This is an optimization exercise on Yosys and OpenROAD, whose aim is small area, a short achievable clock period and few clock cycles, not a production implementation.
RTL that was checked went through simulation tests only; none was proved equivalent to the original.
Only the layout flow was run in run 2; the RTL was not checked for function there.

`flow/constraint.sdc`:
```
create_clock -name core_clock -period 7.0 [get_ports {clk}]
set_input_delay 1.4000 -clock core_clock [delete_from_list [all_inputs] [get_ports {clk}]]
set_output_delay 1.4000 -clock core_clock [all_outputs]
set_load 0.01 [all_outputs]
```
`flow/design.v`:
```
module fft_core #(
    parameter DATA_WIDTH = 16,
    parameter N = 16
)(
    input  wire clk,
    input  wire reset,
    input  wire start_fft,
    input  wire [N*DATA_WIDTH-1:0] real_in,    
    input  wire [N*DATA_WIDTH-1:0] imag_in,    
    output wire [N*DATA_WIDTH-1:0] real_out,   
    output wire [N*DATA_WIDTH-1:0] imag_out,   
    output reg  fft_done                       
);
    localparam W = DATA_WIDTH;
    wire [N*W-1:0] s1_r, s1_i;    
    wire [4*7*W-1:0] t2;          
    reg  [4*7*W-1:0] st_t;        
    generate if (1) begin : s1g0
        wire [W-1:0] p, q, r, s, t, u, v;
        addsub_blk4 u1 (.a(real_in[0*W +: W]), .b(real_in[2*W +: W]), .s(p), .d(q));
        addsub_blk4 u2 (.a(imag_in[0*W +: W]), .b(imag_in[2*W +: W]), .s(r), .d(s));
        addsub_blk4 u3 (.a(real_in[1*W +: W]), .b(real_in[3*W +: W]), .s(t), .d(u));
        addsub_blk4 u4 (.a(imag_in[1*W +: W]), .b(imag_in[3*W +: W]), .s(v), .d());
        addsub_blk5 u5 (.a(p), .b(t), .s(s1_r[0*W +: W]), .d(s1_r[2*W +: W]));
        addsub_blk5 u6 (.a(r), .b(v), .s(s1_i[0*W +: W]), .d(s1_i[2*W +: W]));
        addsub_blk5 u7 (.a(s), .b(u), .s(s1_i[1*W +: W]), .d(s1_i[3*W +: W]));
        addsub_blk5 u8 (.a(p), .b(v), .s(), .d(s1_r[1*W +: W]));
        addsub_blk5 u9 (.a(q), .b(v), .s(s1_r[3*W +: W]), .d());
    end endgenerate
    generate if (1) begin : s1g1
        wire [W-1:0] p, q, r, s, t, u, v;
        addsub_blk4 u10 (.a(real_in[4*W +: W]), .b(real_in[6*W +: W]), .s(p), .d(q));
        addsub_blk4 u11 (.a(imag_in[4*W +: W]), .b(imag_in[6*W +: W]), .s(r), .d(s));
        addsub_blk4 u12 (.a(real_in[5*W +: W]), .b(real_in[7*W +: W]), .s(t), .d(u));
        addsub_blk4 u13 (.a(imag_in[5*W +: W]), .b(imag_in[7*W +: W]), .s(v), .d());
        addsub_blk5 u14 (.a(p), .b(t), .s(s1_r[4*W +: W]), .d(s1_r[6*W +: W]));
        addsub_blk5 u15 (.a(r), .b(v), .s(s1_i[4*W +: W]), .d(s1_i[6*W +: W]));
        addsub_blk5 u16 (.a(s), .b(u), .s(s1_i[5*W +: W]), .d(s1_i[7*W +: W]));
        addsub_blk5 u17 (.a(p), .b(v), .s(), .d(s1_r[5*W +: W]));
        addsub_blk5 u18 (.a(q), .b(v), .s(s1_r[7*W +: W]), .d());
    end endgenerate
    generate if (1) begin : s1g2
        wire [W-1:0] p, q, r, s, t, u, v;
        addsub_blk4 u19 (.a(real_in[8*W +: W]), .b(real_in[10*W +: W]), .s(p), .d(q));
        addsub_blk4 u20 (.a(imag_in[8*W +: W]), .b(imag_in[10*W +: W]), .s(r), .d(s));
        addsub_blk4 u21 (.a(real_in[9*W +: W]), .b(real_in[11*W +: W]), .s(t), .d(u));
        addsub_blk4 u22 (.a(imag_in[9*W +: W]), .b(imag_in[11*W +: W]), .s(v), .d());
        addsub_blk5 u23 (.a(p), .b(t), .s(s1_r[8*W +: W]), .d(s1_r[10*W +: W]));
        addsub_blk5 u24 (.a(r), .b(v), .s(s1_i[8*W +: W]), .d(s1_i[10*W +: W]));
        addsub_blk5 u25 (.a(s), .b(u), .s(s1_i[9*W +: W]), .d(s1_i[11*W +: W]));
        addsub_blk5 u26 (.a(p), .b(v), .s(), .d(s1_r[9*W +: W]));
        addsub_blk5 u27 (.a(q), .b(v), .s(s1_r[11*W +: W]), .d());
    end endgenerate
    generate if (1) begin : s1g3
        wire [W-1:0] p, q, r, s, t, u, v;
        addsub_blk4 u28 (.a(real_in[12*W +: W]), .b(real_in[14*W +: W]), .s(p), .d(q));
        addsub_blk4 u29 (.a(imag_in[12*W +: W]), .b(imag_in[14*W +: W]), .s(r), .d(s));
        addsub_blk4 u30 (.a(real_in[13*W +: W]), .b(real_in[15*W +: W]), .s(t), .d(u));
        addsub_blk4 u31 (.a(imag_in[13*W +: W]), .b(imag_in[15*W +: W]), .s(v), .d());
        addsub_blk5 u32 (.a(p), .b(t), .s(s1_r[12*W +: W]), .d(s1_r[14*W +: W]));
        addsub_blk5 u33 (.a(r), .b(v), .s(s1_i[12*W +: W]), .d(s1_i[14*W +: W]));
        addsub_blk5 u34 (.a(s), .b(u), .s(s1_i[13*W +: W]), .d(s1_i[15*W +: W]));
        addsub_blk5 u35 (.a(p), .b(v), .s(), .d(s1_r[13*W +: W]));
        addsub_blk5 u36 (.a(q), .b(v), .s(s1_r[15*W +: W]), .d());
    end endgenerate
    generate if (1) begin : s2g0
        addsub_blk5 u37 (.a(s1_r[0*W +: W]), .b(s1_r[8*W +: W]), .s(t2[0*W +: W]), .d(t2[1*W +: W]));
        addsub_blk5 u38 (.a(s1_i[0*W +: W]), .b(s1_i[8*W +: W]), .s(t2[2*W +: W]), .d(t2[3*W +: W]));
        addsub_blk5 u39 (.a(s1_r[4*W +: W]), .b(s1_r[12*W +: W]), .s(t2[4*W +: W]), .d(t2[5*W +: W]));
        addsub_blk5 u40 (.a(s1_i[4*W +: W]), .b(s1_i[12*W +: W]), .s(t2[6*W +: W]), .d());
        addsub_blk5 u41 (.a(st_t[0*W +: W]), .b(st_t[4*W +: W]), .s(real_out[0*W +: W]), .d(real_out[8*W +: W]));
        addsub_blk5 u42 (.a(st_t[2*W +: W]), .b(st_t[6*W +: W]), .s(imag_out[0*W +: W]), .d(imag_out[8*W +: W]));
        addsub_blk5 u43 (.a(st_t[3*W +: W]), .b(st_t[5*W +: W]), .s(imag_out[4*W +: W]), .d(imag_out[12*W +: W]));
        addsub_blk5 u44 (.a(st_t[0*W +: W]), .b(st_t[6*W +: W]), .s(), .d(real_out[4*W +: W]));
        addsub_blk5 u45 (.a(st_t[1*W +: W]), .b(st_t[6*W +: W]), .s(real_out[12*W +: W]), .d());
    end endgenerate
    generate if (1) begin : s2g1
        addsub_blk5 u46 (.a(s1_r[1*W +: W]), .b(s1_r[9*W +: W]), .s(t2[7*W +: W]), .d(t2[8*W +: W]));
        addsub_blk5 u47 (.a(s1_i[1*W +: W]), .b(s1_i[9*W +: W]), .s(t2[9*W +: W]), .d(t2[10*W +: W]));
        addsub_blk5 u48 (.a(s1_r[5*W +: W]), .b(s1_r[13*W +: W]), .s(t2[11*W +: W]), .d(t2[12*W +: W]));
        addsub_blk5 u49 (.a(s1_i[5*W +: W]), .b(s1_i[13*W +: W]), .s(t2[13*W +: W]), .d());
        addsub_blk5 u50 (.a(st_t[7*W +: W]), .b(st_t[11*W +: W]), .s(real_out[1*W +: W]), .d(real_out[9*W +: W]));
        addsub_blk5 u51 (.a(st_t[9*W +: W]), .b(st_t[13*W +: W]), .s(imag_out[1*W +: W]), .d(imag_out[9*W +: W]));
        addsub_blk5 u52 (.a(st_t[10*W +: W]), .b(st_t[12*W +: W]), .s(imag_out[5*W +: W]), .d(imag_out[13*W +: W]));
        addsub_blk5 u53 (.a(st_t[7*W +: W]), .b(st_t[13*W +: W]), .s(), .d(real_out[5*W +: W]));
        addsub_blk5 u54 (.a(st_t[8*W +: W]), .b(st_t[13*W +: W]), .s(real_out[13*W +: W]), .d());
    end endgenerate
    generate if (1) begin : s2g2
        addsub_blk5 u55 (.a(s1_r[2*W +: W]), .b(s1_r[10*W +: W]), .s(t2[14*W +: W]), .d(t2[15*W +: W]));
        addsub_blk5 u56 (.a(s1_i[2*W +: W]), .b(s1_i[10*W +: W]), .s(t2[16*W +: W]), .d(t2[17*W +: W]));
        addsub_blk5 u57 (.a(s1_r[6*W +: W]), .b(s1_r[14*W +: W]), .s(t2[18*W +: W]), .d(t2[19*W +: W]));
        addsub_blk5 u58 (.a(s1_i[6*W +: W]), .b(s1_i[14*W +: W]), .s(t2[20*W +: W]), .d());
        addsub_blk5 u59 (.a(st_t[14*W +: W]), .b(st_t[18*W +: W]), .s(real_out[2*W +: W]), .d(real_out[10*W +: W]));
        addsub_blk5 u60 (.a(st_t[16*W +: W]), .b(st_t[20*W +: W]), .s(imag_out[2*W +: W]), .d(imag_out[10*W +: W]));
        addsub_blk5 u61 (.a(st_t[17*W +: W]), .b(st_t[19*W +: W]), .s(imag_out[6*W +: W]), .d(imag_out[14*W +: W]));
        addsub_blk5 u62 (.a(st_t[14*W +: W]), .b(st_t[20*W +: W]), .s(), .d(real_out[6*W +: W]));
        addsub_blk5 u63 (.a(st_t[15*W +: W]), .b(st_t[20*W +: W]), .s(real_out[14*W +: W]), .d());
    end endgenerate
    generate if (1) begin : s2g3
        addsub_blk5 u64 (.a(s1_r[3*W +: W]), .b(s1_r[11*W +: W]), .s(t2[21*W +: W]), .d(t2[22*W +: W]));
        addsub_blk5 u65 (.a(s1_i[3*W +: W]), .b(s1_i[11*W +: W]), .s(t2[23*W +: W]), .d(t2[24*W +: W]));
        addsub_blk5 u66 (.a(s1_r[7*W +: W]), .b(s1_r[15*W +: W]), .s(t2[25*W +: W]), .d(t2[26*W +: W]));
        addsub_blk5 u67 (.a(s1_i[7*W +: W]), .b(s1_i[15*W +: W]), .s(t2[27*W +: W]), .d());
        addsub_blk5 u68 (.a(st_t[21*W +: W]), .b(st_t[25*W +: W]), .s(real_out[3*W +: W]), .d(real_out[11*W +: W]));
        addsub_blk5 u69 (.a(st_t[23*W +: W]), .b(st_t[27*W +: W]), .s(imag_out[3*W +: W]), .d(imag_out[11*W +: W]));
        addsub_blk5 u70 (.a(st_t[24*W +: W]), .b(st_t[26*W +: W]), .s(imag_out[7*W +: W]), .d(imag_out[15*W +: W]));
        addsub_blk5 u71 (.a(st_t[21*W +: W]), .b(st_t[27*W +: W]), .s(), .d(real_out[7*W +: W]));
        addsub_blk5 u72 (.a(st_t[22*W +: W]), .b(st_t[27*W +: W]), .s(real_out[15*W +: W]), .d());
    end endgenerate
    always @(posedge clk) begin
        st_t <= t2;
    end
    always @(posedge clk or posedge reset) begin
        if (reset) fft_done <= 1'b0;
        else       fft_done <= start_fft;
    end
endmodule
module addsub_blk4 (
    input  wire [15:0] a,
    input  wire [15:0] b,
    output wire [15:0] s,
    output wire [15:0] d
);
    wire [15:0] x = a ^ b;
    wire [15:0] y = a & b;
    wire [15:0] z = a & x;      
    wire [15:0] xn = ~x;        
    wire sg0_1 = y[0] | (x[0] & 1'b0);
    wire sg0_5 = y[4] | (x[4] & y[3]);
    wire sp0_5 = x[4] & x[3];
    wire sg0_9 = y[8] | (x[8] & y[7]);
    wire sp0_9 = x[8] & x[7];
    wire sg0_13 = y[12] | (x[12] & y[11]);
    wire sp0_13 = x[12] & x[11];
    wire sg1_2 = y[1] | (x[1] & sg0_1);
    wire sg1_6 = y[5] | (x[5] & sg0_5);
    wire sp1_6 = x[5] & sp0_5;
    wire sg1_10 = y[9] | (x[9] & sg0_9);
    wire sp1_10 = x[9] & sp0_9;
    wire sg1_14 = y[13] | (x[13] & sg0_13);
    wire sp1_14 = x[13] & sp0_13;
    wire sg2_3 = y[2] | (x[2] & sg1_2);
    wire sg2_7 = y[6] | (x[6] & sg1_6);
    wire sp2_7 = x[6] & sp1_6;
    wire sg2_11 = y[10] | (x[10] & sg1_10);
    wire sp2_11 = x[10] & sp1_10;
    wire sg2_15 = y[14] | (x[14] & sg1_14);
    wire sp2_15 = x[14] & sp1_14;
    wire sg3_7 = sg2_7 | (sp2_7 & sg2_3);
    wire sg3_15 = sg2_15 | (sp2_15 & sg2_11);
    wire sp3_15 = sp2_15 & sp2_11;
    wire sg4_11 = sg2_11 | (sp2_11 & sg3_7);
    wire sg4_15 = sg3_15 | (sp3_15 & sg3_7);
    wire sg5_4 = y[3] | (x[3] & sg2_3);
    wire sg5_5 = sg0_5 | (sp0_5 & sg2_3);
    wire sg5_6 = sg1_6 | (sp1_6 & sg2_3);
    wire sg5_8 = y[7] | (x[7] & sg3_7);
    wire sg5_9 = sg0_9 | (sp0_9 & sg3_7);
    wire sg5_10 = sg1_10 | (sp1_10 & sg3_7);
    wire sg5_12 = y[11] | (x[11] & sg4_11);
    wire sg5_13 = sg0_13 | (sp0_13 & sg4_11);
    wire sg5_14 = sg1_14 | (sp1_14 & sg4_11);
    wire dg0_1 = z[0] | (xn[0] & 1'b1);
    wire dg0_5 = z[4] | (xn[4] & z[3]);
    wire dp0_5 = xn[4] & xn[3];
    wire dg0_9 = z[8] | (xn[8] & z[7]);
    wire dp0_9 = xn[8] & xn[7];
    wire dg0_13 = z[12] | (xn[12] & z[11]);
    wire dp0_13 = xn[12] & xn[11];
    wire dg1_2 = z[1] | (xn[1] & dg0_1);
    wire dg1_6 = z[5] | (xn[5] & dg0_5);
    wire dp1_6 = xn[5] & dp0_5;
    wire dg1_10 = z[9] | (xn[9] & dg0_9);
    wire dp1_10 = xn[9] & dp0_9;
    wire dg1_14 = z[13] | (xn[13] & dg0_13);
    wire dp1_14 = xn[13] & dp0_13;
    wire dg2_3 = z[2] | (xn[2] & dg1_2);
    wire dg2_7 = z[6] | (xn[6] & dg1_6);
    wire dp2_7 = xn[6] & dp1_6;
    wire dg2_11 = z[10] | (xn[10] & dg1_10);
    wire dp2_11 = xn[10] & dp1_10;
    wire dg2_15 = z[14] | (xn[14] & dg1_14);
    wire dp2_15 = xn[14] & dp1_14;
    wire dg3_7 = dg2_7 | (dp2_7 & dg2_3);
    wire dg3_15 = dg2_15 | (dp2_15 & dg2_11);
    wire dp3_15 = dp2_15 & dp2_11;
    wire dg4_11 = dg2_11 | (dp2_11 & dg3_7);
    wire dg4_15 = dg3_15 | (dp3_15 & dg3_7);
    wire dg5_4 = z[3] | (xn[3] & dg2_3);
    wire dg5_5 = dg0_5 | (dp0_5 & dg2_3);
    wire dg5_6 = dg1_6 | (dp1_6 & dg2_3);
    wire dg5_8 = z[7] | (xn[7] & dg3_7);
    wire dg5_9 = dg0_9 | (dp0_9 & dg3_7);
    wire dg5_10 = dg1_10 | (dp1_10 & dg3_7);
    wire dg5_12 = z[11] | (xn[11] & dg4_11);
    wire dg5_13 = dg0_13 | (dp0_13 & dg4_11);
    wire dg5_14 = dg1_14 | (dp1_14 & dg4_11);
    assign s[0] = x[0] ^ 1'b0;
    assign d[0] = xn[0] ^ 1'b1;
    assign s[1] = x[1] ^ sg0_1;
    assign d[1] = xn[1] ^ dg0_1;
    assign s[2] = x[2] ^ sg1_2;
    assign d[2] = xn[2] ^ dg1_2;
    assign s[3] = x[3] ^ sg2_3;
    assign d[3] = xn[3] ^ dg2_3;
    assign s[4] = x[4] ^ sg5_4;
    assign d[4] = xn[4] ^ dg5_4;
    assign s[5] = x[5] ^ sg5_5;
    assign d[5] = xn[5] ^ dg5_5;
    assign s[6] = x[6] ^ sg5_6;
    assign d[6] = xn[6] ^ dg5_6;
    assign s[7] = x[7] ^ sg3_7;
    assign d[7] = xn[7] ^ dg3_7;
    assign s[8] = x[8] ^ sg5_8;
    assign d[8] = xn[8] ^ dg5_8;
    assign s[9] = x[9] ^ sg5_9;
    assign d[9] = xn[9] ^ dg5_9;
    assign s[10] = x[10] ^ sg5_10;
    assign d[10] = xn[10] ^ dg5_10;
    assign s[11] = x[11] ^ sg4_11;
    assign d[11] = xn[11] ^ dg4_11;
    assign s[12] = x[12] ^ sg5_12;
    assign d[12] = xn[12] ^ dg5_12;
    assign s[13] = x[13] ^ sg5_13;
    assign d[13] = xn[13] ^ dg5_13;
    assign s[14] = x[14] ^ sg5_14;
    assign d[14] = xn[14] ^ dg5_14;
    assign s[15] = x[15] ^ sg4_15;
    assign d[15] = xn[15] ^ dg4_15;
endmodule
module addsub_blk5 (
    input  wire [15:0] a,
    input  wire [15:0] b,
    output wire [15:0] s,
    output wire [15:0] d
);
    wire [15:0] x = a ^ b;
    wire [15:0] y = a & b;
    wire [15:0] z = a & x;      
    wire [15:0] xn = ~x;        
    wire sg0_1 = y[0] | (x[0] & 1'b0);
    wire sg0_6 = y[5] | (x[5] & y[4]);
    wire sp0_6 = x[5] & x[4];
    wire sg0_11 = y[10] | (x[10] & y[9]);
    wire sp0_11 = x[10] & x[9];
    wire sg1_2 = y[1] | (x[1] & sg0_1);
    wire sg1_7 = y[6] | (x[6] & sg0_6);
    wire sp1_7 = x[6] & sp0_6;
    wire sg1_12 = y[11] | (x[11] & sg0_11);
    wire sp1_12 = x[11] & sp0_11;
    wire sg2_3 = y[2] | (x[2] & sg1_2);
    wire sg2_8 = y[7] | (x[7] & sg1_7);
    wire sp2_8 = x[7] & sp1_7;
    wire sg2_13 = y[12] | (x[12] & sg1_12);
    wire sp2_13 = x[12] & sp1_12;
    wire sg3_4 = y[3] | (x[3] & sg2_3);
    wire sg3_9 = y[8] | (x[8] & sg2_8);
    wire sp3_9 = x[8] & sp2_8;
    wire sg3_14 = y[13] | (x[13] & sg2_13);
    wire sp3_14 = x[13] & sp2_13;
    wire sg4_9 = sg3_9 | (sp3_9 & sg3_4);
    wire sg5_14 = sg3_14 | (sp3_14 & sg4_9);
    wire sg6_5 = y[4] | (x[4] & sg3_4);
    wire sg6_6 = sg0_6 | (sp0_6 & sg3_4);
    wire sg6_7 = sg1_7 | (sp1_7 & sg3_4);
    wire sg6_8 = sg2_8 | (sp2_8 & sg3_4);
    wire sg6_10 = y[9] | (x[9] & sg4_9);
    wire sg6_11 = sg0_11 | (sp0_11 & sg4_9);
    wire sg6_12 = sg1_12 | (sp1_12 & sg4_9);
    wire sg6_13 = sg2_13 | (sp2_13 & sg4_9);
    wire sg6_15 = y[14] | (x[14] & sg5_14);
    wire dg0_1 = z[0] | (xn[0] & 1'b1);
    wire dg0_6 = z[5] | (xn[5] & z[4]);
    wire dp0_6 = xn[5] & xn[4];
    wire dg0_11 = z[10] | (xn[10] & z[9]);
    wire dp0_11 = xn[10] & xn[9];
    wire dg1_2 = z[1] | (xn[1] & dg0_1);
    wire dg1_7 = z[6] | (xn[6] & dg0_6);
    wire dp1_7 = xn[6] & dp0_6;
    wire dg1_12 = z[11] | (xn[11] & dg0_11);
    wire dp1_12 = xn[11] & dp0_11;
    wire dg2_3 = z[2] | (xn[2] & dg1_2);
    wire dg2_8 = z[7] | (xn[7] & dg1_7);
    wire dp2_8 = xn[7] & dp1_7;
    wire dg2_13 = z[12] | (xn[12] & dg1_12);
    wire dp2_13 = xn[12] & dp1_12;
    wire dg3_4 = z[3] | (xn[3] & dg2_3);
    wire dg3_9 = z[8] | (xn[8] & dg2_8);
    wire dp3_9 = xn[8] & dp2_8;
    wire dg3_14 = z[13] | (xn[13] & dg2_13);
    wire dp3_14 = xn[13] & dp2_13;
    wire dg4_9 = dg3_9 | (dp3_9 & dg3_4);
    wire dg5_14 = dg3_14 | (dp3_14 & dg4_9);
    wire dg6_5 = z[4] | (xn[4] & dg3_4);
    wire dg6_6 = dg0_6 | (dp0_6 & dg3_4);
    wire dg6_7 = dg1_7 | (dp1_7 & dg3_4);
    wire dg6_8 = dg2_8 | (dp2_8 & dg3_4);
    wire dg6_10 = z[9] | (xn[9] & dg4_9);
    wire dg6_11 = dg0_11 | (dp0_11 & dg4_9);
    wire dg6_12 = dg1_12 | (dp1_12 & dg4_9);
    wire dg6_13 = dg2_13 | (dp2_13 & dg4_9);
    wire dg6_15 = z[14] | (xn[14] & dg5_14);
    assign s[0] = x[0] ^ 1'b0;
    assign d[0] = xn[0] ^ 1'b1;
    assign s[1] = x[1] ^ sg0_1;
    assign d[1] = xn[1] ^ dg0_1;
    assign s[2] = x[2] ^ sg1_2;
    assign d[2] = xn[2] ^ dg1_2;
    assign s[3] = x[3] ^ sg2_3;
    assign d[3] = xn[3] ^ dg2_3;
    assign s[4] = x[4] ^ sg3_4;
    assign d[4] = xn[4] ^ dg3_4;
    assign s[5] = x[5] ^ sg6_5;
    assign d[5] = xn[5] ^ dg6_5;
    assign s[6] = x[6] ^ sg6_6;
    assign d[6] = xn[6] ^ dg6_6;
    assign s[7] = x[7] ^ sg6_7;
    assign d[7] = xn[7] ^ dg6_7;
    assign s[8] = x[8] ^ sg6_8;
    assign d[8] = xn[8] ^ dg6_8;
    assign s[9] = x[9] ^ sg4_9;
    assign d[9] = xn[9] ^ dg4_9;
    assign s[10] = x[10] ^ sg6_10;
    assign d[10] = xn[10] ^ dg6_10;
    assign s[11] = x[11] ^ sg6_11;
    assign d[11] = xn[11] ^ dg6_11;
    assign s[12] = x[12] ^ sg6_12;
    assign d[12] = xn[12] ^ dg6_12;
    assign s[13] = x[13] ^ sg6_13;
    assign d[13] = xn[13] ^ dg6_13;
    assign s[14] = x[14] ^ sg5_14;
    assign d[14] = xn[14] ^ dg5_14;
    assign s[15] = x[15] ^ sg6_15;
    assign d[15] = xn[15] ^ dg6_15;
endmodule
```
`flow/config.mk`:
```
export PLATFORM = sky130hd
export DESIGN_NAME = fft_core
export DESIGN_NICKNAME = fft_core
export VERILOG_FILES = /design/flow/design.v
export SDC_FILE = /design/flow/constraint.sdc
export NUM_CORES = 4
export LEC_CHECK = 0
export CAP_MARGIN = 20
export CORE_MARGIN = 2
export CORE_UTILIZATION = 55
export CTS_BUF_LIST = sky130_fd_sc_hd__clkbuf_8
export GPL_TIMING_DRIVEN = 0
export PLACE_DENSITY = 0.7
export SETUP_SLACK_MARGIN = 0.2
export SLEW_MARGIN = 20
```
`flow/standard.sh`:
```
#!/bin/bash
# synth_recipe.tcl (not shown) runs the flow's synth.tcl, then flattens the netlist and writes it again
# the make line also repeats each setting of config.mk as NAME=value (left out here)
make -C /OpenROAD-flow-scripts/flow DESIGN_CONFIG=/design/flow/config.mk WORK_HOME=/design/flow/orfs CLKGATE_MAP_FILE= SYNTH_SCRIPT=/design/flow/synth_recipe.tcl "${@:-finish}"
```
`flow/flow/run.sh`:
```
#!/bin/bash
set -o pipefail
cp standard.sh standard.sh.txt 2>/dev/null
export BUFFER_PORTS_ARGS="-buffer_cell sky130_fd_sc_hd__buf_1"
bash standard.sh > standard.log 2>&1
```
==> results of run 1 <==
[worst max-delay path by stage]
stage               endpoint  slack, ps    startpoint
6_report           st_t[429]        270  imag_in[112]
2_1_floorplan      st_t[111]        120  imag_in[208]
3_3_place_gp       st_t[286]      -1300  imag_in[144]
4_1_cts        real_out[255]        130     st_t[432]
5_1_grt            st_t[271]         80   imag_in[16]
3_5_place_dp       st_t[175]      -1340    imag_in[1]
[per-stage QoR]
stage | setup WS [ps] | utilization [%]
floorplan | 118 | -
detailed placement | -1340 | 60.2
global route | 76.0 | 64.8
CTS | 129 | 63.0
global placement | -1300 | 60.1
finish | 271 | 64.8
[sequential cells by signal, summed over array words and instances, names as in the netlist]
register / count
fft_done: 1
st_t: 428
[per-layer routing]
layer  global-route usage (%)  vias to the layer above
met5                        0                        -
met2                     69.1                     2295
met1                     51.6                    28561
met3                     8.73                      517
met4                     17.2                       46
li1                         -                    27490
[logic make-up after synthesis]
family                     synth area share [%]
muxes                                      2.09
AOI/OAI and AO/OA                          14.7
and+or+nand+nor                            12.7
DFF                                        13.2
buffers and inverters                      6.37
xor gates and xnor gates                   18.7
adders and majority gates                  32.2
[cell usage after synthesis (34+ instances only)]
master / count / area share [%]
sky130_fd_sc_hd__a211oi_1: 87 / 1.0
sky130_fd_sc_hd__a21boi_0: 34 / 0.39
sky130_fd_sc_hd__a21o_1: 64 / 0.74
sky130_fd_sc_hd__a21oi_1: 390 / 3.0
sky130_fd_sc_hd__and2_1: 112 / 1.1
sky130_fd_sc_hd__clkbuf_1: 68 / 0.39
sky130_fd_sc_hd__dfxtp_1: 428 / 13
sky130_fd_sc_hd__fa_1: 368 / 11
sky130_fd_sc_hd__ha_1: 1054 / 20
sky130_fd_sc_hd__inv_1: 974 / 5.6
sky130_fd_sc_hd__mux2i_1: 106 / 1.6
sky130_fd_sc_hd__nand2_1: 260 / 1.5
sky130_fd_sc_hd__nand2b_1: 217 / 2.1
sky130_fd_sc_hd__nor2_1: 509 / 2.9
sky130_fd_sc_hd__nor2b_1: 241 / 2.3
sky130_fd_sc_hd__nor3_1: 113 / 0.87
sky130_fd_sc_hd__o21a_1: 111 / 1.3
sky130_fd_sc_hd__o21ai_0: 246 / 1.9
sky130_fd_sc_hd__o21bai_1: 63 / 0.73
sky130_fd_sc_hd__o31ai_1: 88 / 1.0
sky130_fd_sc_hd__or2_2: 34 / 0.33
sky130_fd_sc_hd__or3_1: 44 / 0.42
sky130_fd_sc_hd__xnor2_1: 908 / 12
sky130_fd_sc_hd__xor2_1: 450 / 6.1
[layout make-up]
cell class / count / area, sq um
fill: 10379 / 41400
inverter: 976 / 3660
clock buffer: 104 / 1430
antenna: 23 / 57.6
clock inverter: 54 / 569
buffer: 100 / 493
timing repair buffer: 1129 / 4640
sequential: 429 / 8600
tap: 1536 / 1920
multi-input combinational: 6031 / 54900
[critical path, cell delays in order]
cell and delay, ps:
sky130_fd_sc_hd__clkbuf_2 110, sky130_fd_sc_hd__ha_1 140, sky130_fd_sc_hd__inv_1 50, sky130_fd_sc_hd__fa_2 340, sky130_fd_sc_hd__fa_2 480, sky130_fd_sc_hd__fa_2 540
sky130_fd_sc_hd__buf_4 180, sky130_fd_sc_hd__fa_1 420, sky130_fd_sc_hd__fa_1 450, sky130_fd_sc_hd__xnor2_1 330, sky130_fd_sc_hd__ha_1 390, sky130_fd_sc_hd__o311a_1 410
sky130_fd_sc_hd__a211oi_1 390, sky130_fd_sc_hd__a2111oi_2 110, sky130_fd_sc_hd__a311o_1 380, sky130_fd_sc_hd__o211a_1 260, sky130_fd_sc_hd__a211o_1 300, sky130_fd_sc_hd__nand3_1 150
sky130_fd_sc_hd__nor2b_1 470
[repair_timing]
action,4_1_cts,5_1_grt
resized for setup,255,390
pin swaps,43,135
gates cloned,0,0
hold buffers,0,0
endpoints found under the setup margin,125,104
buffers inserted,31,71
[cell usage in the layout, fill, tap and decap left out, drive strengths merged, types with 23 or more instances in the layout]
master / count
buf: 1152
ha: 1054
inv: 993
xnor2: 910
nor2: 509
xor2: 450
dfxtp: 428
a21oi: 392
fa: 368
o21ai: 267
nand2: 260
nor2b: 241
nand2b: 217
clkbuf: 181
nor3: 113
and2: 112
o21a: 111
mux2i: 107
o31ai: 96
a211oi: 92
a21o: 64
o21bai: 63
or3: 44
a21boi: 41
or2: 39
maj3: 33
and3: 29
nand3: 28
a22oi: 28
a31oi: 28
a211o: 26
nor3b: 26
mux2: 24
diode: 23
==> summary.txt, run 1 <==
# TYPE chip_impl_metric gauge
chip_impl_metric{name="drcViolationCount",unit=""} 0
chip_impl_metric{name="met1Wirelength",unit="mm"} 103
chip_impl_metric{name="post_route_clock_period_utilization",unit="%"} 96.1
chip_impl_metric{name="synth.net_count",unit=""} 9473
chip_impl_metric{name="firstDrtPassIters",unit=""} 8
chip_impl_metric{name="synth.ff_latch_count",unit=""} 429
chip_impl_metric{name="critPathRequiredTime",unit="ps"} 7590
chip_impl_metric{name="drv_cap",unit=""} 0
chip_impl_metric{name="finish.net_count",unit=""} 10691
chip_impl_metric{name="hold-worst-slack",unit="ps"} 424
chip_impl_info{name="cts-root-buf",value="sky130_fd_sc_hd__clkbuf_8"} 1
chip_impl_metric{name="syn_avg_cell_area",unit="sq um"} 8.61
chip_impl_metric{name="io-pin-count",unit=""} 1028
chip_impl_metric{name="initial_utilization",unit="%"} 55.2
chip_impl_info{name="worstHoldPathType",value="in2async"} 1
chip_impl_metric{name="worst_setup_hold_path_clk_slew",unit="ps"} 60
chip_impl_metric{name="numCtsBuffers",unit=""} 87
chip_impl_metric{name="global_route_wire_length_before_repair",unit="mm"} 361
chip_impl_info{name="outcome",value="timing/DRC/antenna clean"} 1
chip_impl_info{name="worstSetupPathType",value="in2reg"} 1
chip_impl_metric{name="final_cell_count_no_fill",unit=""} 10382
chip_impl_metric{name="final_layout_size_suffix_gt1_share",unit="%"} 10.1
chip_impl_metric{name="vias_per_cell",unit=""} 5.67
chip_impl_metric{name="critical_path_arrival",unit="ps"} 7320
chip_impl_metric{name="synth_enable_flop_cells",unit=""} 0
chip_impl_metric{name="final_cell_area",unit="sq um"} 76200
chip_impl_metric{name="synth_async_sr_flop_share",unit="%"} 0.233
chip_impl_metric{name="area_growth_syn_to_layout",unit="%"} 17.4
chip_impl_metric{name="die_outline_area",unit="sq um"} 121000
chip_impl_metric{name="routed_wl",unit="mm"} 261
chip_impl_metric{name="dp.final_hpwl",unit="mm"} 229
chip_impl_info{name="worstSetupEndpointType",value="flop"} 1
chip_impl_metric{name="grt_pass1_vias",unit=""} 56780
chip_impl_metric{name="gp_routability_congestion",unit=""} 1.06
chip_impl_info{name="yosys_most_used_dff",value="sky130_fd_sc_hd__dfxtp_1"} 1
chip_impl_metric{name="clock_path_buffers",unit=""} 3
chip_impl_metric{name="setup_total_negative_slack",unit="ps"} 0
chip_impl_metric{name="period_needed",unit="ps"} 6730
chip_impl_metric{name="max-slew-margin-rel",unit="%"} 26.6
chip_impl_metric{name="route.met3.wl",unit="mm"} 24.5
chip_impl_metric{name="via_count",unit=""} 58909
chip_impl_metric{name="dieHeight",unit="um"} 348
chip_impl_metric{name="drt-initial-drc-count",unit=""} 4666
chip_impl_metric{name="die_width",unit="um"} 348
chip_impl_info{name="tritoncts_clock_tree",value="built"} 1
chip_impl_metric{name="avgRoutedWirePerCell",unit="um"} 25.1
chip_impl_metric{name="ant_nets",unit=""} 0
chip_impl_info{name="unrepaired_setup_endpoints_after_global_routing",value="true"} 1
chip_impl_metric{name="rows",unit=""} 126
chip_impl_metric{name="timing.critical_path.fanout_max",unit=""} 6
chip_impl_metric{name="portBuffers",unit=""} 1027
chip_impl_metric{name="syn_area",unit="sq um"} 64900
chip_impl_metric{name="core",unit="sq um"} 118000
chip_impl_metric{name="htree_num_levels",unit=""} 3
chip_impl_info{name="maxUsedRoutingLayer",value="met5"} 1
chip_impl_metric{name="gr-total-overflow",unit=""} 0
chip_impl_metric{name="synth.distinct_cells",unit=""} 95
chip_impl_metric{name="cts.sink_count",unit=""} 429
chip_impl_metric{name="setup_viol",unit=""} 0
chip_impl_metric{name="worst_slew_pin_slew",unit="ps"} 1090
chip_impl_info{name="worstSetupStartpointType",value="primary input"} 1
chip_impl_metric{name="met2WireLength",unit="mm"} 120
chip_impl_metric{name="achievable-frequency",unit="GHz"} 0.149
chip_impl_metric{name="synth.yosys.seq_area_share",unit="%"} 13.2
chip_impl_metric{name="report.final.hold_viol_count",unit=""} 0
chip_impl_metric{name="netlist_instances",unit=""} 7536
chip_impl_metric{name="grt_max_degree",unit=""} 13
chip_impl_metric{name="globalRouteTotalUtil",unit="%"} 41.3
chip_impl_metric{name="timing.final.max_slew_violations",unit=""} 0
chip_impl_metric{name="number_of_antenna_violations_at_the_first_check_in_global_routing",unit=""} 73
chip_impl_metric{name="placed_area",unit="sq um"} 70700
chip_impl_metric{name="ys_warn_count",unit=""} 1
chip_impl_metric{name="placed_cells",unit=""} 10099
Testbench counts, summed over its fixed seeds: cycles 2,056.
==> inputs of run 2 (changes only) <==
--- a/flow/design.v
+++ b/flow/design.v
@@ -17,10 +17,10 @@
     reg  [4*7*W-1:0] st_t;        
     generate if (1) begin : s1g0
         wire [W-1:0] p, q, r, s, t, u, v;
-        addsub_blk4 u1 (.a(real_in[0*W +: W]), .b(real_in[2*W +: W]), .s(p), .d(q));
-        addsub_blk4 u2 (.a(imag_in[0*W +: W]), .b(imag_in[2*W +: W]), .s(r), .d(s));
-        addsub_blk4 u3 (.a(real_in[1*W +: W]), .b(real_in[3*W +: W]), .s(t), .d(u));
-        addsub_blk4 u4 (.a(imag_in[1*W +: W]), .b(imag_in[3*W +: W]), .s(v), .d());
+        addsub_blk5 u1 (.a(real_in[0*W +: W]), .b(real_in[2*W +: W]), .s(p), .d(q));
+        addsub_blk5 u2 (.a(imag_in[0*W +: W]), .b(imag_in[2*W +: W]), .s(r), .d(s));
+        addsub_blk5 u3 (.a(real_in[1*W +: W]), .b(real_in[3*W +: W]), .s(t), .d(u));
+        addsub_blk5 u4 (.a(imag_in[1*W +: W]), .b(imag_in[3*W +: W]), .s(v), .d());
         addsub_blk5 u5 (.a(p), .b(t), .s(s1_r[0*W +: W]), .d(s1_r[2*W +: W]));
         addsub_blk5 u6 (.a(r), .b(v), .s(s1_i[0*W +: W]), .d(s1_i[2*W +: W]));
         addsub_blk5 u7 (.a(s), .b(u), .s(s1_i[1*W +: W]), .d(s1_i[3*W +: W]));
@@ -29,10 +29,10 @@
     end endgenerate
     generate if (1) begin : s1g1
         wire [W-1:0] p, q, r, s, t, u, v;
-        addsub_blk4 u10 (.a(real_in[4*W +: W]), .b(real_in[6*W +: W]), .s(p), .d(q));
-        addsub_blk4 u11 (.a(imag_in[4*W +: W]), .b(imag_in[6*W +: W]), .s(r), .d(s));
-        addsub_blk4 u12 (.a(real_in[5*W +: W]), .b(real_in[7*W +: W]), .s(t), .d(u));
-        addsub_blk4 u13 (.a(imag_in[5*W +: W]), .b(imag_in[7*W +: W]), .s(v), .d());
+        addsub_blk5 u10 (.a(real_in[4*W +: W]), .b(real_in[6*W +: W]), .s(p), .d(q));
+        addsub_blk5 u11 (.a(imag_in[4*W +: W]), .b(imag_in[6*W +: W]), .s(r), .d(s));
+        addsub_blk5 u12 (.a(real_in[5*W +: W]), .b(real_in[7*W +: W]), .s(t), .d(u));
+        addsub_blk5 u13 (.a(imag_in[5*W +: W]), .b(imag_in[7*W +: W]), .s(v), .d());
         addsub_blk5 u14 (.a(p), .b(t), .s(s1_r[4*W +: W]), .d(s1_r[6*W +: W]));
         addsub_blk5 u15 (.a(r), .b(v), .s(s1_i[4*W +: W]), .d(s1_i[6*W +: W]));
         addsub_blk5 u16 (.a(s), .b(u), .s(s1_i[5*W +: W]), .d(s1_i[7*W +: W]));
@@ -41,10 +41,10 @@
     end endgenerate
     generate if (1) begin : s1g2
         wire [W-1:0] p, q, r, s, t, u, v;
-        addsub_blk4 u19 (.a(real_in[8*W +: W]), .b(real_in[10*W +: W]), .s(p), .d(q));
-        addsub_blk4 u20 (.a(imag_in[8*W +: W]), .b(imag_in[10*W +: W]), .s(r), .d(s));
-        addsub_blk4 u21 (.a(real_in[9*W +: W]), .b(real_in[11*W +: W]), .s(t), .d(u));
-        addsub_blk4 u22 (.a(imag_in[9*W +: W]), .b(imag_in[11*W +: W]), .s(v), .d());
+        addsub_blk5 u19 (.a(real_in[8*W +: W]), .b(real_in[10*W +: W]), .s(p), .d(q));
+        addsub_blk5 u20 (.a(imag_in[8*W +: W]), .b(imag_in[10*W +: W]), .s(r), .d(s));
+        addsub_blk5 u21 (.a(real_in[9*W +: W]), .b(real_in[11*W +: W]), .s(t), .d(u));
+        addsub_blk5 u22 (.a(imag_in[9*W +: W]), .b(imag_in[11*W +: W]), .s(v), .d());
         addsub_blk5 u23 (.a(p), .b(t), .s(s1_r[8*W +: W]), .d(s1_r[10*W +: W]));
         addsub_blk5 u24 (.a(r), .b(v), .s(s1_i[8*W +: W]), .d(s1_i[10*W +: W]));
         addsub_blk5 u25 (.a(s), .b(u), .s(s1_i[9*W +: W]), .d(s1_i[11*W +: W]));
@@ -53,10 +53,10 @@
     end endgenerate
     generate if (1) begin : s1g3
         wire [W-1:0] p, q, r, s, t, u, v;
-        addsub_blk4 u28 (.a(real_in[12*W +: W]), .b(real_in[14*W +: W]), .s(p), .d(q));
-        addsub_blk4 u29 (.a(imag_in[12*W +: W]), .b(imag_in[14*W +: W]), .s(r), .d(s));
-        addsub_blk4 u30 (.a(real_in[13*W +: W]), .b(real_in[15*W +: W]), .s(t), .d(u));
-        addsub_blk4 u31 (.a(imag_in[13*W +: W]), .b(imag_in[15*W +: W]), .s(v), .d());
+        addsub_blk5 u28 (.a(real_in[12*W +: W]), .b(real_in[14*W +: W]), .s(p), .d(q));
+        addsub_blk5 u29 (.a(imag_in[12*W +: W]), .b(imag_in[14*W +: W]), .s(r), .d(s));
+        addsub_blk5 u30 (.a(real_in[13*W +: W]), .b(real_in[15*W +: W]), .s(t), .d(u));
+        addsub_blk5 u31 (.a(imag_in[13*W +: W]), .b(imag_in[15*W +: W]), .s(v), .d());
         addsub_blk5 u32 (.a(p), .b(t), .s(s1_r[12*W +: W]), .d(s1_r[14*W +: W]));
         addsub_blk5 u33 (.a(r), .b(v), .s(s1_i[12*W +: W]), .d(s1_i[14*W +: W]));
         addsub_blk5 u34 (.a(s), .b(u), .s(s1_i[13*W +: W]), .d(s1_i[15*W +: W]));
@@ -114,119 +114,6 @@
         if (reset) fft_done <= 1'b0;
         else       fft_done <= start_fft;
     end
-endmodule
-module addsub_blk4 (
-    input  wire [15:0] a,
-    input  wire [15:0] b,
-    output wire [15:0] s,
-    output wire [15:0] d
-);
-    wire [15:0] x = a ^ b;
-    wire [15:0] y = a & b;
-    wire [15:0] z = a & x;      
-    wire [15:0] xn = ~x;        
-    wire sg0_1 = y[0] | (x[0] & 1'b0);
-    wire sg0_5 = y[4] | (x[4] & y[3]);
-    wire sp0_5 = x[4] & x[3];
-    wire sg0_9 = y[8] | (x[8] & y[7]);
-    wire sp0_9 = x[8] & x[7];
-    wire sg0_13 = y[12] | (x[12] & y[11]);
-    wire sp0_13 = x[12] & x[11];
-    wire sg1_2 = y[1] | (x[1] & sg0_1);
-    wire sg1_6 = y[5] | (x[5] & sg0_5);
-    wire sp1_6 = x[5] & sp0_5;
-    wire sg1_10 = y[9] | (x[9] & sg0_9);
-    wire sp1_10 = x[9] & sp0_9;
-    wire sg1_14 = y[13] | (x[13] & sg0_13);
-    wire sp1_14 = x[13] & sp0_13;
-    wire sg2_3 = y[2] | (x[2] & sg1_2);
-    wire sg2_7 = y[6] | (x[6] & sg1_6);
-    wire sp2_7 = x[6] & sp1_6;
-    wire sg2_11 = y[10] | (x[10] & sg1_10);
-    wire sp2_11 = x[10] & sp1_10;
-    wire sg2_15 = y[14] | (x[14] & sg1_14);
-    wire sp2_15 = x[14] & sp1_14;
-    wire sg3_7 = sg2_7 | (sp2_7 & sg2_3);
-    wire sg3_15 = sg2_15 | (sp2_15 & sg2_11);
-    wire sp3_15 = sp2_15 & sp2_11;
-    wire sg4_11 = sg2_11 | (sp2_11 & sg3_7);
-    wire sg4_15 = sg3_15 | (sp3_15 & sg3_7);
-    wire sg5_4 = y[3] | (x[3] & sg2_3);
-    wire sg5_5 = sg0_5 | (sp0_5 & sg2_3);
-    wire sg5_6 = sg1_6 | (sp1_6 & sg2_3);
-    wire sg5_8 = y[7] | (x[7] & sg3_7);
-    wire sg5_9 = sg0_9 | (sp0_9 & sg3_7);
-    wire sg5_10 = sg1_10 | (sp1_10 & sg3_7);
-    wire sg5_12 = y[11] | (x[11] & sg4_11);
-    wire sg5_13 = sg0_13 | (sp0_13 & sg4_11);
-    wire sg5_14 = sg1_14 | (sp1_14 & sg4_11);
-    wire dg0_1 = z[0] | (xn[0] & 1'b1);
-    wire dg0_5 = z[4] | (xn[4] & z[3]);
-    wire dp0_5 = xn[4] & xn[3];
-    wire dg0_9 = z[8] | (xn[8] & z[7]);
-    wire dp0_9 = xn[8] & xn[7];
-    wire dg0_13 = z[12] | (xn[12] & z[11]);
-    wire dp0_13 = xn[12] & xn[11];
-    wire dg1_2 = z[1] | (xn[1] & dg0_1);
-    wire dg1_6 = z[5] | (xn[5] & dg0_5);
-    wire dp1_6 = xn[5] & dp0_5;
-    wire dg1_10 = z[9] | (xn[9] & dg0_9);
-    wire dp1_10 = xn[9] & dp0_9;
-    wire dg1_14 = z[13] | (xn[13] & dg0_13);
-    wire dp1_14 = xn[13] & dp0_13;
-    wire dg2_3 = z[2] | (xn[2] & dg1_2);
-    wire dg2_7 = z[6] | (xn[6] & dg1_6);
-    wire dp2_7 = xn[6] & dp1_6;
-    wire dg2_11 = z[10] | (xn[10] & dg1_10);
-    wire dp2_11 = xn[10] & dp1_10;
-    wire dg2_15 = z[14] | (xn[14] & dg1_14);
-    wire dp2_15 = xn[14] & dp1_14;
-    wire dg3_7 = dg2_7 | (dp2_7 & dg2_3);
-    wire dg3_15 = dg2_15 | (dp2_15 & dg2_11);
-    wire dp3_15 = dp2_15 & dp2_11;
-    wire dg4_11 = dg2_11 | (dp2_11 & dg3_7);
-    wire dg4_15 = dg3_15 | (dp3_15 & dg3_7);
-    wire dg5_4 = z[3] | (xn[3] & dg2_3);
-    wire dg5_5 = dg0_5 | (dp0_5 & dg2_3);
-    wire dg5_6 = dg1_6 | (dp1_6 & dg2_3);
-    wire dg5_8 = z[7] | (xn[7] & dg3_7);
-    wire dg5_9 = dg0_9 | (dp0_9 & dg3_7);
-    wire dg5_10 = dg1_10 | (dp1_10 & dg3_7);
-    wire dg5_12 = z[11] | (xn[11] & dg4_11);
-    wire dg5_13 = dg0_13 | (dp0_13 & dg4_11);
-    wire dg5_14 = dg1_14 | (dp1_14 & dg4_11);
-    assign s[0] = x[0] ^ 1'b0;
-    assign d[0] = xn[0] ^ 1'b1;
-    assign s[1] = x[1] ^ sg0_1;
-    assign d[1] = xn[1] ^ dg0_1;
-    assign s[2] = x[2] ^ sg1_2;
-    assign d[2] = xn[2] ^ dg1_2;
-    assign s[3] = x[3] ^ sg2_3;
-    assign d[3] = xn[3] ^ dg2_3;
-    assign s[4] = x[4] ^ sg5_4;
-    assign d[4] = xn[4] ^ dg5_4;
-    assign s[5] = x[5] ^ sg5_5;
-    assign d[5] = xn[5] ^ dg5_5;
-    assign s[6] = x[6] ^ sg5_6;
-    assign d[6] = xn[6] ^ dg5_6;
-    assign s[7] = x[7] ^ sg3_7;
-    assign d[7] = xn[7] ^ dg3_7;
-    assign s[8] = x[8] ^ sg5_8;
-    assign d[8] = xn[8] ^ dg5_8;
-    assign s[9] = x[9] ^ sg5_9;
-    assign d[9] = xn[9] ^ dg5_9;
-    assign s[10] = x[10] ^ sg5_10;
-    assign d[10] = xn[10] ^ dg5_10;
-    assign s[11] = x[11] ^ sg4_11;
-    assign d[11] = xn[11] ^ dg4_11;
-    assign s[12] = x[12] ^ sg5_12;
-    assign d[12] = xn[12] ^ dg5_12;
-    assign s[13] = x[13] ^ sg5_13;
-    assign d[13] = xn[13] ^ dg5_13;
-    assign s[14] = x[14] ^ sg5_14;
-    assign d[14] = xn[14] ^ dg5_14;
-    assign s[15] = x[15] ^ sg4_15;
-    assign d[15] = xn[15] ^ dg4_15;
 endmodule
 module addsub_blk5 (
     input  wire [15:0] a,
==> run 2 against run 1 <==
Clock-buffer cell count shrank 5. Sequential share of layout area down 0.23 points. Synthesized cell count is 0.80% lower. Via count rose by 1.2%. Worst hold slack got worse by 26 ps. Global-route usage grew 0.16 points. Critical path depth up 7. Synthesized area fell by 0.59%. Maximum frequency is 0.85% lower. Setup slack lost 58 ps.
==> summary.txt, run 2 <==
# TYPE chip_impl_metric gauge
chip_impl_info{name="outcome",value="timing/DRC/antenna clean"} 1
chip_impl_metric{name="syn_avg_cell_area",unit="sq um"} 8.63
chip_impl_info{name="regs_by_ff_count",value="st_t: 428 flops, fft_done: 1 flops"} 1
chip_impl_info{name="synth_commonest_cells",value="sky130_fd_sc_hd__ha_1, sky130_fd_sc_hd__inv_1, sky130_fd_sc_hd__xnor2_1"} 1
chip_impl_metric{name="drv_cap",unit=""} 0
chip_impl_info{name="post-synth-top-count-cell",value="sky130_fd_sc_hd__ha_1"} 1
chip_impl_info{name="tritoncts_clock_tree",value="built"} 1
chip_impl_metric{name="max-slew-margin-rel",unit="%"} 16.2
chip_impl_metric{name="io-pin-count",unit=""} 1028
chip_impl_metric{name="report.final.hold_viol_count",unit=""} 0
chip_impl_info{name="cell_class_contributing_the_biggest_share_of_worst_path_delay",value="adder cells"} 1
chip_impl_metric{name="dp.final_hpwl",unit="mm"} 226
chip_impl_metric{name="synth_async_sr_flop_share",unit="%"} 0.233
chip_impl_metric{name="grt_pass1_vias",unit=""} 57292
chip_impl_metric{name="achievable-frequency",unit="GHz"} 0.147
chip_impl_metric{name="final_layout_size_suffix_gt1_share",unit="%"} 13.6
chip_impl_metric{name="global_route_wire_length_before_repair",unit="mm"} 362
chip_impl_info{name="cts-root-buf",value="sky130_fd_sc_hd__clkbuf_8"} 1
chip_impl_metric{name="synth_xor_area_share",unit="%"} 18.3
chip_impl_metric{name="portion_of_synthesized_cell_area_occupied_by_the_leading_cell_type",unit="%"} 20.0
chip_impl_metric{name="period_needed",unit="ps"} 6790
chip_impl_info{name="yosys_most_used_dff",value="sky130_fd_sc_hd__dfxtp_1"} 1
chip_impl_metric{name="worst_slew_pin_slew",unit="ps"} 1250
chip_impl_metric{name="critical_path.max_stage_delay",unit="ps"} 660
chip_impl_metric{name="synth.yosys.seq_area_share",unit="%"} 13.3
chip_impl_info{name="synthDominantAreaCellType",value="sky130_fd_sc_hd__ha_1"} 1
chip_impl_metric{name="gp_routability_congestion",unit=""} 1.03
chip_impl_metric{name="post_synthesis_share_of_cell_area_spent_on_and_or_nand_and_nor_gates",unit="%"} 12.8
chip_impl_metric{name="critPathRequiredTime",unit="ps"} 7670
chip_impl_metric{name="portion_of_netlist_area_occupied_by_mux_cells",unit="%"} 2.04
chip_impl_info{name="worstSetupStartpointType",value="primary input"} 1
chip_impl_info{name="layout_commonest_cell",value="sky130_fd_sc_hd__buf_1"} 1
chip_impl_metric{name="timing.critical_path.fanout_max",unit=""} 5
chip_impl_info{name="top_register",value="st_t"} 1
chip_impl_info{name="layout.cells.most_common_list",value="sky130_fd_sc_hd__buf_1, sky130_fd_sc_hd__ha_1, sky130_fd_sc_hd__inv_1, sky130_fd_sc_hd__xnor2_1, sky130_fd_sc_hd__nor2_1"} 1
chip_impl_metric{name="cts.sink_count",unit=""} 429
chip_impl_metric{name="portBuffers",unit=""} 1027
chip_impl_info{name="netlist_top_cells_area",value="sky130_fd_sc_hd__ha_1, sky130_fd_sc_hd__dfxtp_1, sky130_fd_sc_hd__xnor2_1, sky130_fd_sc_hd__fa_1, sky130_fd_sc_hd__xor2_1"} 1
chip_impl_info{name="critical_path.endpoint",value="st_t[351]"} 1
chip_impl_metric{name="largest_register_ff_count",unit=""} 428
chip_impl_metric{name="drt-initial-drc-count",unit=""} 5379
chip_impl_metric{name="final_cell_area",unit="sq um"} 77800
chip_impl_metric{name="vias_per_cell",unit=""} 5.70
chip_impl_metric{name="netlist_instances",unit=""} 7476
chip_impl_metric{name="number_of_antenna_violations_at_the_first_check_in_global_routing",unit=""} 66
chip_impl_metric{name="initial_utilization",unit="%"} 55.5
chip_impl_metric{name="path_depth",unit=""} 26
chip_impl_metric{name="grt_max_degree",unit=""} 14
chip_impl_metric{name="synth-adder-area-share",unit="%"} 32.6
chip_impl_metric{name="numCtsBuffers",unit=""} 84
chip_impl_metric{name="routed_wl",unit="mm"} 262
chip_impl_info{name="worstSetupEndpointType",value="flop"} 1
chip_impl_metric{name="drcViolationCount",unit=""} 0
chip_impl_metric{name="timing.final.max_slew_violations",unit=""} 0
chip_impl_info{name="timing.critical_path.slowest_stage_cell",value="sky130_fd_sc_hd__nor3_1"} 1
chip_impl_metric{name="globalRouteTotalUtil",unit="%"} 41.5
chip_impl_metric{name="clock_path_buffers",unit=""} 3
chip_impl_metric{name="synth.distinct_cells",unit=""} 103
chip_impl_metric{name="syn_area",unit="sq um"} 64500
chip_impl_metric{name="synth.net_count",unit=""} 9409
chip_impl_info{name="worstHoldPathType",value="in2async"} 1
chip_impl_metric{name="synth_compound_gate_area_share",unit="%"} 14.5
chip_impl_metric{name="die_width",unit="um"} 347
chip_impl_metric{name="setup_viol",unit=""} 0
chip_impl_metric{name="firstDrtPassIters",unit=""} 6
chip_impl_info{name="synth_top_family_by_area",value="adder cells"} 1
chip_impl_metric{name="critical_path_arrival",unit="ps"} 7460
chip_impl_metric{name="rows",unit=""} 125
chip_impl_metric{name="post_route_clock_period_utilization",unit="%"} 97.0
chip_impl_metric{name="avgRoutedWirePerCell",unit="um"} 25.0
chip_impl_metric{name="area_growth_syn_to_layout",unit="%"} 20.6
chip_impl_metric{name="die_outline_area",unit="sq um"} 120000
chip_impl_metric{name="worst_setup_hold_path_clk_slew",unit="ps"} 70
chip_impl_metric{name="via_count",unit=""} 59592
chip_impl_metric{name="ant_nets",unit=""} 0
chip_impl_info{name="worstSetupPathType",value="in2reg"} 1
chip_impl_metric{name="synth.ff_latch_count",unit=""} 429
chip_impl_metric{name="htree_num_levels",unit=""} 3
chip_impl_metric{name="ys_warn_count",unit=""} 1
chip_impl_info{name="worstSetupStartpoint",value="imag_in[16]"} 1
chip_impl_metric{name="synth_enable_flop_cells",unit=""} 0
chip_impl_metric{name="finish.net_count",unit=""} 10754
chip_impl_info{name="unrepaired_setup_endpoints_after_global_routing",value="true"} 1
chip_impl_metric{name="core",unit="sq um"} 116000
chip_impl_metric{name="final_util",unit="%"} 67.0
chip_impl_metric{name="placed_area",unit="sq um"} 70700
chip_impl_metric{name="number_of_buffer_and_inverter_stages_on_the_critical_path",unit=""} 3
chip_impl_metric{name="gr-total-overflow",unit=""} 0
chip_impl_metric{name="dieHeight",unit="um"} 347
chip_impl_info{name="cp_common_cell",value="sky130_fd_sc_hd__fa_2"} 1
==> run 2: layer usage <==
| metal | up-vias | wire length (um) | GRT usage, % |
|---|---|---|---|
| met3 | 612 | 23800 | 7.87 |
| li1 | 27524 | - | - |
| met1 | 28818 | 103000 | 51.8 |
| met4 | 22 | 15800 | 20.4 |
| met2 | 2616 | 119000 | 68.5 |
| met5 | - | 134 | 0 |
==> run 2: timing repair <==
action,CTS,global route
resized for setup,317,459
hold buffers,0,0
endpoints found under the setup margin,109,97
pin swaps,90,243
setup buffers,86,146
==> run 2: cell families after synthesis <==
family                   Yosys count
adder cells (fa/ha/maj)         1456
flip-flops                       429
buffers and inverters           1074
AND/OR/NAND/NOR                 1653
AO/OA/AOI/OAI                   1397
XOR/XNOR                        1339
multiplexers                     128
==> run 2: worst min-delay path by stage <==
stage	start	end	cells after the start
detailed placement	reset	fft_done	2
global placement	reset	fft_done	2
global route	reset	fft_done	2
CTS	reset	fft_done	2
finish	reset	fft_done	2
floorplan	reset	fft_done	1
==> run 2: final cells by class <==
| type | instances | area [sq um] |
|---|---|---|
| Antenna cell | 38 | 95.1 |
| Buffer | 97 | 518 |
| Clock buffer | 99 | 1360 |
| Clock inverter | 53 | 614 |
| Fill cell | 9790 | 38400 |
| Inverter | 977 | 3680 |
| Multi-Input combinational cell | 5973 | 55400 |
| Sequential cell | 429 | 8610 |
| Tap cell | 1524 | 1910 |
| Timing Repair Buffer | 1259 | 5680 |
==> run 2: metrics by stage <==
stage	hold slack (ps)	TNS, ps	worst slack, ps	cells
4_1_cts	363	0	92.1	10265
6_report	398	0	213	10449
5_1_grt	398	0	39.0	10435
3_3_place_gp	1210	-73020	-1640	10027
3_5_place_dp	1210	-81580	-1750	10027
2_1_floorplan	1130	0	159	7476

==> re-timing with driven ports <==
The results above use ideal ports. As a check the final layouts listed here were re-extracted and re-timed, cells and wires unchanged. Step 1, drivers: a clkbuf_16 drives clk and a buf_2 each remaining input, both assumed. Step 2 times the ports against the registers' clock, not the clock port: input delays grow and output delays shrink by t, the midpoint of the rising clock arrivals with the driver on. Three values: no drivers, after step 1, after step 2; two values: the first two.
run | shift t [ns] | setup slack, ns | clock arrival spread, ns | worst data-port slew with drivers (ns)
run 1 | 0.832 | 0.271 / 0.203 / -0.517 | 0.052 / 0.052 | 0.20
run 2 | 0.849 | 0.213 / 0.171 / -0.615 | 0.051 / 0.051 | 0.25
With both steps, setup timing fails in run 1 and run 2, where it was met with ideal ports. For run 2, which loses most, drivers alone change the setup slack by -0.042 ns; drivers and shift together by -0.828 ns.
